Background: an optimization exercise with open tools, aiming at small area. Do not read the settings as production practice.
In this exercise RTL edits were held to simulation tests only and were not proved equivalent to the original.
Power is estimated from default activity; no workload was simulated.

## cpu
module cpu(
    input           clk,
    input           rst,
    output [31:0]   pc,
    input  [31:0]   imem_data,
    output          dmem_en,
    output          dmem_we,
    output [3:0]    dmem_be,
    output [9:0]    dmem_addr,
    output [31:0]   dmem_wdata,
    input  [31:0]   dmem_rdata,
    output [31:0]   out_reg6,
    output [31:0]   out_reg7,
    output [31:0]   out_reg15,
    output [31:0]   out_reg16
);
Size: about 9200 cells after synthesis, ~120000 um2 of cells after synthesis.
==> flow/config.mk <==
export PLATFORM = sky130hd
export DESIGN_NAME = cpu
export DESIGN_NICKNAME = cpu
export VERILOG_FILES = /design/flow/design.v
export SDC_FILE = /design/flow/constraint.sdc
export NUM_CORES = 8
export LEC_CHECK = 0
export ABC_AREA = 1
export CAP_MARGIN = 20
export CORE_MARGIN = 2
export CORE_UTILIZATION = 65
export PLACE_DENSITY = 0.75
export SLEW_MARGIN = 20
==> flow/constraint.sdc <==
create_clock -name core_clock -period 500.0 [get_ports {clk}]
set_input_delay 100.0000 -clock core_clock [delete_from_list [all_inputs] [get_ports {clk}]]
set_output_delay 100.0000 -clock core_clock [all_outputs]
set_load 0.01 [all_outputs]
standard.sh (not shown) runs the stock make flow with config.mk's settings and CLKGATE_MAP_FILE= SYNTH_SCRIPT=/design/flow/synth_recipe.tcl, a recipe that flattens the netlist after the stock synthesis.
==> flow/flow/run.sh <==
#!/bin/bash
# 1. the standard synthesis, unchanged.
# 2. Area-oriented re-mapping of its combinational gates (flow/remap.tcl);
#    registers, adder cells and tie cells are untouched.
# 3. the standard layout of that netlist, with ports buffered by the
#    smallest buffer and a clock tree with larger leaf clusters and no
#    dummy loads.
# Each tool's output goes to a log file of its own in this folder.
set -euo pipefail
W=$PWD
bash standard.sh synth > log_1_synth.log 2>&1
R=orfs/results/$FLOW_PLATFORM/cpu/base
cp $R/1_2_yosys.v standard_synth.v
mv orfs orfs_synth
YOSYS=$(command -v yosys || echo $FLOW_HOME/../tools/install/yosys/bin/yosys)
REMAP_LIB=$FLOW_HOME/platforms/$FLOW_PLATFORM/lib/sky130_fd_sc_hd__tt_025C_1v80.lib \
REMAP_IN=$W/standard_synth.v REMAP_OUT=$W/remapped.v REMAP_TOP=$FLOW_TOP \
REMAP_SCRIPT=$W/flow/remap.abc REMAP_DIR=$W \
  $YOSYS -c flow/remap.tcl > log_2_remap.log 2>&1
bash standard.sh \
  "SYNTH_NETLIST_FILES=$W/remapped.v" \
  "BUFFER_PORTS_ARGS=-buffer_cell sky130_fd_sc_hd__buf_1" \
  "CTS_ARGS=-sink_clustering_enable -repair_clock_nets -dont_use_dummy_load -buf_list sky130_fd_sc_hd__clkbuf_8 -sink_clustering_size 16 -sink_clustering_max_diameter 60" \
  finish > log_3_layout.log 2>&1
Other scripts of this flow, unchanged in this note and not shown: flow/flow/remap.abc, flow/flow/remap.tcl
Rerun with:
--- a/flow/design.v
+++ b/flow/design.v
@@ -126,23 +126,23 @@
     output [9:0]    dmem_addr,
     output [31:0]   dmem_wdata,
     input  [31:0]   dmem_rdata,
     output [31:0]   out_reg6,
     output [31:0]   out_reg7,
     output [31:0]   out_reg15,
     output [31:0]   out_reg16
 );
     localparam F_ADD = 5'd0, F_SUB = 5'd1, F_AND = 5'd2, F_OR = 5'd3, F_XOR = 5'd4,
                F_NOR = 5'd5, F_LUI = 5'd6, F_SLT = 5'd7, F_SLTU = 5'd8, F_MDHI = 5'd9,
                F_A = 5'd12, F_HI = 5'd13, F_LO = 5'd14, F_CLZ = 5'd15, F_MUL = 5'd16;
-    localparam H_MUL = 2'd0, H_DIV = 2'd1, H_RS = 2'd2;
+    localparam H_MUL = 2'd0, H_DIV = 2'd1;
     localparam S_W = 2'd0, S_H = 2'd1, S_B = 2'd2;
     reg  [31:0] pc_r;
     reg  [31:0] id_instr;
     reg  [31:0] id_pc;       
     reg         f_stall, f_is_rs, f_is_rt;
     reg  [31:0] f_rs, f_rt;
     wire        n_stall, n_is_rs, n_is_rt;
     wire [31:0] n_rs, n_rt;
     reg  [31:0] e_a, e_b;
     reg  [4:0]  e_fn;
     reg         e_hw, e_lw, e_sga, e_sgb;
@@ -313,24 +313,22 @@
     assign out_reg15 = g_gpr[15].q;
     assign out_reg16 = g_gpr[16].q;
     wire [4:0]  rf_ra = ph1 ? rsc : rtc;
     wire [31:0] rf_q  = gflat[rf_ra*32 +: 32] & {32{gvalid[rf_ra]}};
     reg  [31:0] rf_rs_q;
     always @(negedge clk or posedge rst)
         if (rst) rf_rs_q <= 32'b0;
         else     rf_rs_q <= rf_q;
     wire [31:0] rf_rt_q = rf_q;
     wire        byp_rs  = w_wena & (w_rdc == rsc) & (rsc != 5'd0);
     wire        byp_rt  = w_wena & (w_rdc == rtc);
-    wire [31:0] rf_rs = byp_rs ? w_val : rf_rs_q;
-    wire [31:0] rf_rt = (rt_rena & (rtc != 5'd0)) ? (byp_rt ? w_val : rf_rt_q) : 32'b0;
     wire rt_rd = rt_rena & (rtc != 5'd0);
     wire [31:0] rs_v = (n_rs & {32{n_is_rs}}) | (w_val & {32{~n_is_rs & byp_rs}}) |
                        (rf_rs_q & {32{~n_is_rs & ~byp_rs}});
     wire [31:0] rt_v = (n_rt & {32{n_is_rt}}) | (w_val & {32{~n_is_rt & rt_rd & byp_rt}}) |
                        (rf_rt_q & {32{~n_is_rt & rt_rd & ~byp_rt}});
     wire [1023:0] cflat;
     wire [31:0]   cvalid;
     wire [31:0]   status;
     wire [31:0]   epc;
     wire exc = status[0] & ((d_syscall & status[1]) | (d_break & status[2]) | (d_teq & status[3]));
     wire [4:0] cause = d_break ? 5'b01001 : (d_syscall ? 5'b01000 : (d_teq ? 5'b01101 : 5'b0));
@@ -468,23 +466,22 @@
     endgenerate
     wire f_arith = (e_fn == F_ADD) | (e_fn == F_SUB);
     wire f_logic = (e_fn == F_AND) | (e_fn == F_OR) | (e_fn == F_XOR) | (e_fn == F_NOR);
     wire [31:0] ex_val = (sum[31:0] & {32{f_arith}}) | (lg & {32{f_logic}}) |
                          ({ B[15:0], 16'b0 } & {32{e_fn == F_LUI}}) |
                          { 31'b0, (lt_s & (e_fn == F_SLT)) | (lt_u & (e_fn == F_SLTU)) } |
                          (md_hi & {32{e_fn == F_MDHI}}) | (md_lo & {32{e_fn == F_MUL}}) |
                          (A & {32{e_fn == F_A}}) |
                          (hl_a & {32{((e_fn == F_HI) & hi_v & ~hl_s) | ((e_fn == F_LO) & lo_v & hl_s)}}) |
                          (hl_b & {32{((e_fn == F_HI) & hi_v & hl_s) | ((e_fn == F_LO) & lo_v & ~hl_s)}}) |
                          ({ 26'b0, clz } & {32{e_fn == F_CLZ}});
-    wire [31:0] ex_fwd = e_mfc0 ? 32'b0 : ex_val;
     reg hi_v, lo_v;
     reg hl_s;
     wire hl_we_a = (e_hw & ~hl_s) | (e_lw & hl_s);
     wire hl_we_b = (e_hw & hl_s) | (e_lw & ~hl_s);
     always @(posedge clk) begin
         if (hl_we_a) hl_a <= md_lo;
         if (hl_we_b) hl_b <= md_hi;
         if (e_hw & e_lw) hl_s <= (e_hsrc == H_MUL);
     end
     always @(posedge clk or posedge rst)
         if (rst) begin
@@ -535,23 +532,22 @@
                     2'b00:   ld = { {24{m_sg & dmem_rdata[7]}},  dmem_rdata[7:0] };
                     2'b01:   ld = { {24{m_sg & dmem_rdata[15]}}, dmem_rdata[15:8] };
                     2'b10:   ld = { {24{m_sg & dmem_rdata[23]}}, dmem_rdata[23:16] };
                     default: ld = { {24{m_sg & dmem_rdata[31]}}, dmem_rdata[31:24] };
                 endcase
             end
             default: ld = dmem_rdata;
         endcase
     end
     wire        m_load  = m_en & ~m_we;
     wire [31:0] wb_in   = m_load ? ld : m_val;
-    wire [31:0] mem_fwd = m_mfc0 ? 32'b0 : wb_in;
     always @(posedge clk or posedge rst)
         if (rst) w_wena <= 1'b0;
         else     w_wena <= m_wena;
     always @(posedge clk) begin
         w_val <= wb_in;
         w_rdc <= m_rdc;
     end
     wire ex_hit_rs  = e_wena & rs_rena & (e_rdc == rsc);
     wire ex_hit_rt  = e_wena & rt_rena & (e_rdc == rtc);
     wire mem_hit_rs = m_wena & rs_rena & (m_rdc == rsc);
     wire mem_hit_rt = m_wena & rt_rena & (m_rdc == rtc);
The changed run produced a clean layout; cell area is unchanged; via count stays the same; setup slack is unchanged; first-iteration DRC count stays the same; wire length is unchanged; synthesized area stays the same; clock power hardly moves; total power is unchanged; core utilization stays the same.

========
cpu, a different RTL version from the one above (not shown whole).
Size: about 9300 cells after synthesis.
==> module muldiv, before the edit <==
module muldiv(
    input           clk,
    input           rst,
    input           ph1,       
    input           mul,       
    input           sga,       
    input           sgb,       
    input  [31:0]   a,
    input  [31:0]   b,
    output [31:0]   ow,        
    output [31:0]   oh         
    );
    wire na = sga & a[31];
    wire nb = sgb & b[31];
    wire [31:0] ua;
    cneg32 neg_a(.x(a), .n(na), .ci(1'b0), .y(ua), .any());
    wire inv = mul ? nb : ~nb;
    wire [31:0] k = b ^ {32{inv}};
    wire [31:0] zb;
    assign zb[31] = 1'b1;
    genvar zi;
    generate
        for (zi = 30; zi >= 0; zi = zi - 1) begin : g_zb
            assign zb[zi] = zb[zi+1] & k[zi+1];
        end
    endgenerate
    reg  [31:0] st_w;
    reg  [15:0] st_u0, st_u1;
    wire [31:0] row_in  [0:16];
    wire [15:0] u0, u1;
    assign row_in[0] = ph1 ? 32'b0 : st_w;
    genvar p, j;
    generate
        for (p = 0; p < 16; p = p + 1) begin : g_row
            localparam POL = p % 2;
            wire abit = ph1 ? ua[31 - p] : ua[15 - p];
            wire [31:0] y = { row_in[p][30:0], (~mul & abit) ^ POL[0] };
            wire [32:0] c;
            wire [31:0] s;
            assign c[0] = inv ^ POL[0];
            for (j = 0; j < 32; j = j + 1) begin : g_cell
                wire x = k[j] ^ POL[0];
                assign s[j]   = y[j] ^ x ^ c[j];
                assign c[j+1] = (y[j] & x) | (c[j] & (y[j] ^ x));
            end
            wire co   = c[32] ^ POL[0];
            wire top  = row_in[p][31] ^ POL[0];
            wire q    = ph1 ? (zb[p] & (c[p+1] ^ POL[0])) : (zb[p+16] & (c[p+17] ^ POL[0]));
            wire sel  = mul ? abit : q;
            assign row_in[p+1] = ~(sel ? s : y);
            assign u0[p] = mul ? (top ^ (abit & co)) : q;
            assign u1[p] = mul & abit & top & co;
        end
    endgenerate
    always @(negedge clk or posedge rst)
        if (rst) begin
            st_w  <= 32'b0;
            st_u0 <= 16'b0;
            st_u1 <= 16'b0;
        end else begin
            st_w  <= row_in[16];
            st_u0 <= u0;
            st_u1 <= u1;
        end
    wire [31:0] U0 = { st_u0[0],  st_u0[1],  st_u0[2],  st_u0[3],  st_u0[4],  st_u0[5],
                       st_u0[6],  st_u0[7],  st_u0[8],  st_u0[9],  st_u0[10], st_u0[11],
                       st_u0[12], st_u0[13], st_u0[14], st_u0[15],
                       u0[0],  u0[1],  u0[2],  u0[3],  u0[4],  u0[5],  u0[6],  u0[7],
                       u0[8],  u0[9],  u0[10], u0[11], u0[12], u0[13], u0[14], u0[15] };
    wire [31:0] U1 = { st_u1[0],  st_u1[1],  st_u1[2],  st_u1[3],  st_u1[4],  st_u1[5],
                       st_u1[6],  st_u1[7],  st_u1[8],  st_u1[9],  st_u1[10], st_u1[11],
                       st_u1[12], st_u1[13], st_u1[14], st_u1[15],
                       u1[0],  u1[1],  u1[2],  u1[3],  u1[4],  u1[5],  u1[6],  u1[7],
                       u1[8],  u1[9],  u1[10], u1[11], u1[12], u1[13], u1[14], u1[15] };
    wire [31:0] w = row_in[16];
    wire [31:0] mh;
    wire [32:0] hc;
    assign hc[0] = 1'b0;
    generate
        for (j = 0; j < 32; j = j + 1) begin : g_hadd
            wire u1s = (j == 0) ? 1'b0 : U1[j-1];
            assign mh[j]   = U0[j] ^ u1s ^ hc[j];
            assign hc[j+1] = (U0[j] & u1s) | (hc[j] & (U0[j] ^ u1s));
        end
    endgenerate
    wire n_h = na ^ nb;
    wire n_w = mul ? n_h : na;
    wire w_any;
    cneg32 neg_w(.x(w),  .n(n_w), .ci(1'b0),        .y(ow), .any(w_any));
    cneg32 neg_h(.x(mh), .n(n_h), .ci(mul & w_any), .y(oh), .any());
endmodule
Settings: LEC_CHECK=0, ABC_AREA=1, CAP_MARGIN=20, CORE_MARGIN=2, CORE_UTILIZATION=65, PLACE_DENSITY=0.75, SLEW_MARGIN=20; clock period 500.0 ns.
==> flow/flow/remap.abc <==
strash
dch -f
amap -F 4 -A 10 -m
topo
==> flow/flow/remap.tcl <==
# Re-map the combinational logic of the standard synthesis with an
# area-oriented ABC script.  Flip-flops, adder cells and tie cells are kept
# as they are (same instances, names and cell types); only the gates between
# them are unmapped to plain logic and mapped again.
yosys -import
set lib $::env(REMAP_LIB)
set dir $::env(REMAP_DIR)
set keep {sky130_fd_sc_hd__df* sky130_fd_sc_hd__edf* sky130_fd_sc_hd__sdf* sky130_fd_sc_hd__sedf*
          sky130_fd_sc_hd__dlx* sky130_fd_sc_hd__dlr* sky130_fd_sc_hd__dlclkp* sky130_fd_sc_hd__sdlclkp*
          sky130_fd_sc_hd__fa_* sky130_fd_sc_hd__fah* sky130_fd_sc_hd__ha_* sky130_fd_sc_hd__conb_*}
set dont_use {}
foreach p {sky130_fd_sc_hd__probe_p_8 sky130_fd_sc_hd__probec_p_8 sky130_fd_sc_hd__lpflow_* sky130_fd_sc_hd__*_0
           sky130_fd_sc_hd__clk* sky130_fd_sc_hd__dly* sky130_fd_sc_hd__buf_*} {
  lappend dont_use -dont_use $p
}

# every cell as its function; the kept ones as black boxes
read_liberty -ignore_miss_func $lib
foreach p $keep { setattr -mod -set blackbox 1 $p }
read_verilog $::env(REMAP_IN)
hierarchy -top $::env(REMAP_TOP)
tee -o $dir/remap_before.txt stat -liberty $lib
flatten
opt -purge
abc -liberty $lib {*}$dont_use -script $::env(REMAP_SCRIPT) -D 500000
opt_clean -purge
setundef -zero
hilomap -singleton -hicell sky130_fd_sc_hd__conb_1 HI -locell sky130_fd_sc_hd__conb_1 LO
insbuf -buf sky130_fd_sc_hd__buf_1 A X
splitnets
opt_clean -purge
# cell definitions for the checks below (flatten dropped the unused ones)
read_liberty -lib -overwrite $lib
tee -o $dir/remap_after.txt stat -liberty $lib
check -assert
write_verilog -noattr -nohex -nodec $::env(REMAP_OUT)
Scripts as last shown in full above: flow/flow/run.sh
The first run ran to the end with no violations.
Change:
--- a/flow/design.v
+++ b/flow/design.v
@@ -27,5 +27,5 @@
     endgenerate
     reg  [31:0] st_w;
-    reg  [15:0] st_u0, st_u1;
+    reg  [15:0] st_h;
     wire [31:0] row_in  [0:16];
     wire [15:0] u0, u1;
@@ -54,24 +54,29 @@
         end
     endgenerate
+    wire [15:0] p0, p1;
+    generate
+        for (j = 0; j < 16; j = j + 1) begin : g_pbits
+            assign p0[j] = u0[15 - j];
+            assign p1[j] = u1[15 - j];
+        end
+    endgenerate
+    wire [15:0] h1;
+    wire [16:0] c1;
+    assign c1[0] = 1'b0;
+    generate
+        for (j = 0; j < 16; j = j + 1) begin : g_h1
+            wire b1 = (j == 0) ? 1'b0 : p1[j-1];
+            assign h1[j]   = p0[j] ^ b1 ^ c1[j];
+            assign c1[j+1] = (p0[j] & b1) | (c1[j] & (p0[j] ^ b1));
+        end
+    endgenerate
     always @(negedge clk or posedge rst)
         if (rst) begin
-            st_w  <= 32'b0;
-            st_u0 <= 16'b0;
-            st_u1 <= 16'b0;
+            st_w <= 32'b0;
+            st_h <= 16'b0;
         end else begin
-            st_w  <= row_in[16];
-            st_u0 <= u0;
-            st_u1 <= u1;
+            st_w <= row_in[16];
+            st_h <= h1;
         end
-    wire [31:0] U0 = { st_u0[0],  st_u0[1],  st_u0[2],  st_u0[3],  st_u0[4],  st_u0[5],
-                       st_u0[6],  st_u0[7],  st_u0[8],  st_u0[9],  st_u0[10], st_u0[11],
-                       st_u0[12], st_u0[13], st_u0[14], st_u0[15],
-                       u0[0],  u0[1],  u0[2],  u0[3],  u0[4],  u0[5],  u0[6],  u0[7],
-                       u0[8],  u0[9],  u0[10], u0[11], u0[12], u0[13], u0[14], u0[15] };
-    wire [31:0] U1 = { st_u1[0],  st_u1[1],  st_u1[2],  st_u1[3],  st_u1[4],  st_u1[5],
-                       st_u1[6],  st_u1[7],  st_u1[8],  st_u1[9],  st_u1[10], st_u1[11],
-                       st_u1[12], st_u1[13], st_u1[14], st_u1[15],
-                       u1[0],  u1[1],  u1[2],  u1[3],  u1[4],  u1[5],  u1[6],  u1[7],
-                       u1[8],  u1[9],  u1[10], u1[11], u1[12], u1[13], u1[14], u1[15] };
     wire [31:0] w = row_in[16];
     wire [31:0] mh;
@@ -80,7 +85,8 @@
     generate
         for (j = 0; j < 32; j = j + 1) begin : g_hadd
-            wire u1s = (j == 0) ? 1'b0 : U1[j-1];
-            assign mh[j]   = U0[j] ^ u1s ^ hc[j];
-            assign hc[j+1] = (U0[j] & u1s) | (hc[j] & (U0[j] ^ u1s));
+            wire ha = (j < 16) ? p0[j] : st_h[j-16];
+            wire hb = (j == 0) ? 1'b0 : ((j <= 16) ? p1[j-1] : 1'b0);
+            assign mh[j]   = ha ^ hb ^ hc[j];
+            assign hc[j+1] = (ha & hb) | (hc[j] & (ha ^ hb));
         end
     endgenerate
Effect: The new run ran to the end with no violations. Wire length goes up by 1.0%. Total power came out higher by 2.0%. Clock power goes down by about 1%. Die area barely changes. Sequential cell count drops by 15.
